From an optimization exercise on the open Yosys and OpenROAD flow, aimed at small area; shortcuts taken in it are not production practice.
In this exercise RTL edits were held to simulation tests only and were not proved equivalent to the original.
Power figures rest on the tool's default switching activity, not on a simulated workload.

// combine
module combine(led1, led2, led3, led4, led5, led6, l_red, l_blue, sw0, sw1, btn, clk, rst);
Settings: LEC_CHECK=0, CAP_MARGIN=20, CORE_MARGIN=2, CORE_UTILIZATION=40, SLEW_MARGIN=20; clock period 8.0 ns.
standard.sh (not shown) runs the stock make flow with config.mk's settings and CLKGATE_MAP_FILE= SYNTH_SCRIPT=/design/flow/synth_recipe.tcl, a recipe that flattens the netlist after the stock synthesis.
==> flow/flow/run.sh <==
#!/bin/bash
# Own layout flow: the standard layout (standard.sh), except that synthesis
# maps the logic with an area-oriented ABC script (area.abc) and without the
# platform's half/full adder cells. Synthesis is otherwise the standard flow's own script
# (synth_recipe.tcl: synth -nofsm -noshare, flatten, renames), so the registers
# keep the standard synthesis's names and cells.
set -euo pipefail
W=$PWD
F=$W/flow
export AREA_ABC_SCRIPT=$F/area.abc
make -C "$FLOW_HOME" DESIGN_CONFIG="$W/config.mk" WORK_HOME="$W/orfs" CLKGATE_MAP_FILE= \
  SYNTH_SCRIPT="$F/synth.tcl" ADDER_MAP_FILE= synth > "$W/synth.log" 2>&1
bash "$W/standard.sh" ADDER_MAP_FILE= > "$W/layout.log" 2>&1
==> flow/flow/area.abc <==
strash
&get -n
&fraig -x
&put
dc2
strash
&get -n
&dch -f
&nf -R 1000
&put
topo
==> flow/flow/synth.tcl <==
# synth_recipe.tcl with the final ABC mapping run on the script in $AREA_ABC_SCRIPT
proc synth {args} { yosys synth -nofsm -noshare {*}$args }
proc abc {args} {
  set i [lsearch -exact $args -script]
  if { $i >= 0 && [info exists ::env(AREA_ABC_SCRIPT)] } {
    set f [open $::env(AREA_ABC_SCRIPT) r]
    set s [string trim [read $f]]
    close $f
    lset args [expr { $i + 1 }] "+[join [split $s "\n"] ";"]"
  }
  yosys abc {*}$args
}
source $::env(SCRIPTS_DIR)/synth.tcl
# left out here: clear keep_hierarchy, flatten, clean up, hide names made inside functions, write 1_2_yosys.v
Then changed:
==> flow/flow/run.sh (replaced) <==
#!/bin/bash
# Own layout flow: the standard layout (standard.sh), except that
# * synthesis maps the logic with an area-oriented ABC script (area.abc) and
#   without the platform's half/full adder cells. Synthesis is otherwise
#   the standard flow's own script (synth_recipe.tcl: synth -nofsm -noshare, flatten,
#   renames), so the registers keep the standard synthesis's names and cells;
# * every port still gets its buffer, but a small one (buf_1);
# * clock tree synthesis builds the tree from clkbuf_8 cells, without dummy loads.
set -euo pipefail
W=$PWD
F=$W/flow
export AREA_ABC_SCRIPT=$F/area.abc
make -C "$FLOW_HOME" DESIGN_CONFIG="$W/config.mk" WORK_HOME="$W/orfs" CLKGATE_MAP_FILE= \
  SYNTH_SCRIPT="$F/synth.tcl" ADDER_MAP_FILE= synth > "$W/synth.log" 2>&1
bash "$W/standard.sh" ADDER_MAP_FILE= \
  "BUFFER_PORTS_ARGS=-buffer_cell sky130_fd_sc_hd__buf_1" \
  "CTS_ARGS=-sink_clustering_enable -repair_clock_nets -dont_use_dummy_load -buf_list sky130_fd_sc_hd__clkbuf_8" \
  > "$W/layout.log" 2>&1
The changed run ran to the end with no violations.
Setup slack gets better by 0.48 ns.
Wire length drops by 4.8%.
Worst hold slack improved by 0.0047 ns.
Then changed:
--- a/flow/flow/run.sh
+++ b/flow/flow/run.sh
@@ -6,5 +6,5 @@
 #   renames), so the registers keep the standard synthesis's names and cells;
 # * every port still gets its buffer, but a small one (buf_1);
-# * clock tree synthesis builds the tree from clkbuf_8 cells, without dummy loads.
+# * clock tree synthesis builds the tree from clkbuf_4 cells, without dummy loads.
 set -euo pipefail
 W=$PWD
@@ -15,4 +15,4 @@
 bash "$W/standard.sh" ADDER_MAP_FILE= \
   "BUFFER_PORTS_ARGS=-buffer_cell sky130_fd_sc_hd__buf_1" \
-  "CTS_ARGS=-sink_clustering_enable -repair_clock_nets -dont_use_dummy_load -buf_list sky130_fd_sc_hd__clkbuf_8" \
+  "CTS_ARGS=-sink_clustering_enable -repair_clock_nets -dont_use_dummy_load -buf_list {sky130_fd_sc_hd__clkbuf_4 sky130_fd_sc_hd__clkbuf_8}" \
   > "$W/layout.log" 2>&1
=> Design area does not change; core utilization stays the same; total power does not change; worst setup slack stays the same; clock-buffer cell count does not change; wire length does not change; critical path depth stays the same; sequential share of layout area is unchanged.

[port drivers added, routing unchanged]
The flow's constraints put no driver on any port. The routed layouts listed below were extracted and timed again, unchanged, in two steps. Step 1 (the two cells are an assumption about what drives the block):
set clk [get_ports {clk}]
set_driving_cell -lib_cell sky130_fd_sc_hd__clkbuf_16 $clk
set_driving_cell -lib_cell sky130_fd_sc_hd__buf_2 [delete_from_list [all_inputs] $clk]
Step 2, shift: input delay + t, output delay - t, t = (earliest + latest rising clock arrival at the registers) / 2. This alone moves slack from input paths to output paths. Slacks: no drivers / after step 1 / after step 2; pairs: no drivers / after step 1.
| run | t (ns) | setup WS [ns] | hold WS [ns] |
|---|---|---|---|
| the first run | 0.388 | 0.585 / 0.546 / 0.934 | 0.382 / 0.382 / 0.382 |
| the second run | 0.403 | 1.068 / 1.032 / 1.435 | 0.387 / 0.387 / 0.387 |
| the third run | 0.403 | 1.068 / 1.032 / 1.435 | 0.387 / 0.387 / 0.387 |
After both steps setup and hold are still met in every run listed.
